From an optimization exercise on the open Yosys and OpenROAD flow, aimed at small area and a short achievable clock period; shortcuts taken in it are not production practice. Function was checked by simulation only, so behaviour that the tests miss may differ from the original. Power and IR drop assume default switching activity.

==> run C <==
// alu_operations_five
module alu_operations_five (
    input  clk,
    input  rst_n,
    input  load,
    input  signed [31:0]  ID_EX_A,
    input  signed [31:0]  ID_EX_B,
    input  signed [5:0]   opcode,
    output reg signed [31:0] ALU_result
);
    wire [31:0] A = ID_EX_A;
    wire [31:0] B = ID_EX_B;
    wire [5:0]  op = opcode;
    wire valid = (op[5:3] == 3'b000) && (op[2:1] != 2'b11);
    wire m = op[2] & op[0];               
    wire cAND = ~m & op[1] & ~op[0];
    wire cOR = ~m & op[1] & op[0];
    wire cAOR = ~m & (~op[1] | op[0]);
    wire cC = ~m & ~op[1];
    wire inv = op[0] | op[2];
    wire [31:0] nAg;
    wire g1;
    wire g2;
    wire g3;
    wire neg0_4;
    wire g5;
    wire g6;
    wire g7;
    wire neg0_8;
    wire g9;
    wire g10;
    wire g11;
    wire g12;
    wire g13;
    wire g14;
    wire g15;
    wire g16;
    wire g17;
    wire g18;
    wire g19;
    wire g20;
    wire g21;
    wire g22;
    wire g23;
    wire g24;
    wire g25;
    wire g26;
    wire g27;
    wire g28;
    wire g29;
    wire g30;
    wire g31;
    wire g32;
    wire g33;
    wire g34;
    wire g35;
    wire g36;
    wire g37;
    wire g38;
    wire g39;
    wire g40;
    wire g41;
    wire g42;
    wire g43;
    wire g44;
    wire g45;
    wire g46;
    wire g47;
    wire g48;
    wire g49;
    wire g50;
    wire g51;
    wire g52;
    wire g53;
    wire g54;
    wire g55;
    wire g56;
    wire g57;
    wire g58;
    wire g59;
    wire g60;
    wire g61;
    wire g62;
    wire g63;
    wire g64;
    wire g65;
    wire g66;
    wire g67;
    wire g68;
    wire g69;
    wire g70;
    wire g71;
    wire g72;
    wire g73;
    wire g74;
    wire g75;
    wire neg1_76;
    wire g77;
    wire g78;
    wire g79;
    wire neg1_80;
    wire g81;
    wire g82;
    wire g83;
    wire g84;
    wire g85;
    wire g86;
    wire g87;
    wire g88;
    wire g89;
    wire g90;
  ...
==> flow/config.mk <==
export PLATFORM = sky130hd
export DESIGN_NAME = alu_operations_five
export DESIGN_NICKNAME = alu_operations_five
export VERILOG_FILES = /design/flow/design.v
export SDC_FILE = /design/flow/constraint.sdc
export NUM_CORES = 4
export LEC_CHECK = 0
export CAP_MARGIN = 20
export CORE_MARGIN = 2
export CORE_UTILIZATION = 40
export SETUP_SLACK_MARGIN = 4.0
export SLEW_MARGIN = 20
export SYNTH_HIERARCHICAL = 1
==> flow/constraint.sdc <==
create_clock -name core_clock -period 8.5 [get_ports {clk}]
set_input_delay 1.7000 -clock core_clock [delete_from_list [all_inputs] [get_ports {clk}]]
set_output_delay 1.7000 -clock core_clock [all_outputs]
set_load 0.01 [all_outputs]
standard.sh (not shown) runs the stock make flow with config.mk's settings and CLKGATE_MAP_FILE= SYNTH_SCRIPT=/design/flow/synth_recipe.tcl, a recipe that flattens the netlist after the stock synthesis.
==> flow/flow/run.sh <==
#!/bin/bash
set -euo pipefail
bash standard.sh BUFFER_PORTS_ARGS="-buffer_cell sky130_fd_sc_hd__buf_1" finish > standard.log 2>&1
==> inputs of run B, as changes to run C <==
- CTS_BUF_LIST: unset -> sky130_fd_sc_hd__clkbuf_4 sky130_fd_sc_hd__clkbuf_8
- SETUP_SLACK_MARGIN: 4.0 -> 3.7
==> inputs of run H, as changes to run C <==
- SETUP_SLACK_MARGIN: 4.0 -> 3.7
==> notes <==
Run C passed the timing, DRC and antenna checks. Run H ran to the end with no violations. Run B produced a clean layout. Clock power: run C is larger than run B (about 40%). Sequential power is about the same in run H and run B. Clock skew, highest first: run H, run B, run C. Power: run C is higher than run B (about 11%). In run B the sequential share of layout area is higher than in run C, by 2.6 points. Worst setup slack: run B is lower than run H (23 ps). Between run C and run B, the lower worst hold slack is in run C (gap 3.7 ps). Flip-flop and latch count is the same in run C and run H.


==> inputs of v12 <==
alu_operations_five, a different RTL version from the one above (not shown whole).
export LEC_CHECK = 0
export CAP_MARGIN = 20
export CORE_MARGIN = 2
export CORE_UTILIZATION = 40
export CTS_BUF_LIST = sky130_fd_sc_hd__clkbuf_4 sky130_fd_sc_hd__clkbuf_8
export SETUP_SLACK_MARGIN = 4.4
export SLEW_MARGIN = 20
export SYNTH_HIERARCHICAL = 1
create_clock -name core_clock -period 8.5 [get_ports {clk}]
Scripts as last shown in full above: flow/flow/run.sh
==> v33 (differences from v12) <==
Settings changed: CAP_MARGIN 20 to 10, SETUP_SLACK_MARGIN 4.4 to 4.1, SLEW_MARGIN 20 to 10.
==> comparison table <==
	v12	v33
Area after detailed placement	18,500 µm²	18,200 µm²
FF-to-FF setup slack	4590 ps	4360 ps
Post-Route Skew	18.5 ps	20.3 ps
Detailed-route vias per instance	6.43	6.11
Net switching fraction of the power	0.451	0.452
Met1 routed wirelength after detailed routing	25,400 µm	23,300 µm
Timing startpoint of the critical path	ID_EX_A[3]	opcode[0]
Maximum VDD drop	182 µV	296 µV
Non-clock buffering overhead	0.0873	0.0371
Combinational cell fraction of total power	0.681	0.661
Met1 track utilization from global routing	0.399	0.356
Clock buffer cells	18	19
CP Data Arrival Time	4430 ps	4700 ps
Clock latency reported for the late side of the worst-skew pair	510 ps	520 ps
Power attributed to the clock group	0.000577 W	0.000568 W
Final Total Pwr	0.00532 W	0.00497 W
Buf/Inv on CP	2	1
Relative max-transition margin	0.294	0.387
Endpoint required time on the critical path	8760 ps	8780 ps
Reg2reg start	q0[26]	q0[27]
Status	complete, no violations	complete, no violations
Fraction of area in registers	0.198	0.220

-- re-timing with driven ports --
No port has a modelled driver above. Below, the same layouts with a new extraction and two added sets of constraints. Step 1 sets driving cells, clkbuf_16 on the clock port and buf_2 on the other inputs (assumed; they add their load-dependent delay and slew). Step 2 moves the port delays by t, midway between the first and last clock arrival at a register: inputs arrive t later, outputs are due t later. That takes back most of the time a late clock gives input paths. Three values: ideal, step 1, step 2; two values: the first two.
run | t, ns | setup slack, ns | latest minus earliest clock arrival (ns) | cell pins on the clock port's net
run C | 0.482 | 3.769 / 3.615 / 3.133 | 0.015 / 0.014 | 1
run B | 0.560 | 3.719 / 3.696 / 3.136 | 0.015 / 0.016 | 1
run H | 0.516 | 3.743 / 3.653 / 3.137 | 0.024 / 0.024 | 1
v12 | 0.553 | 4.336 / 4.105 / 3.552 | 0.019 / 0.019 | 1
v33 | 0.560 | 4.074 / 4.067 / 3.506 | 0.021 / 0.021 | 1
After both steps every run listed still meets setup and hold. For v12, which loses most, drivers alone change the setup slack by -0.231 ns; drivers and shift together by -0.784 ns.
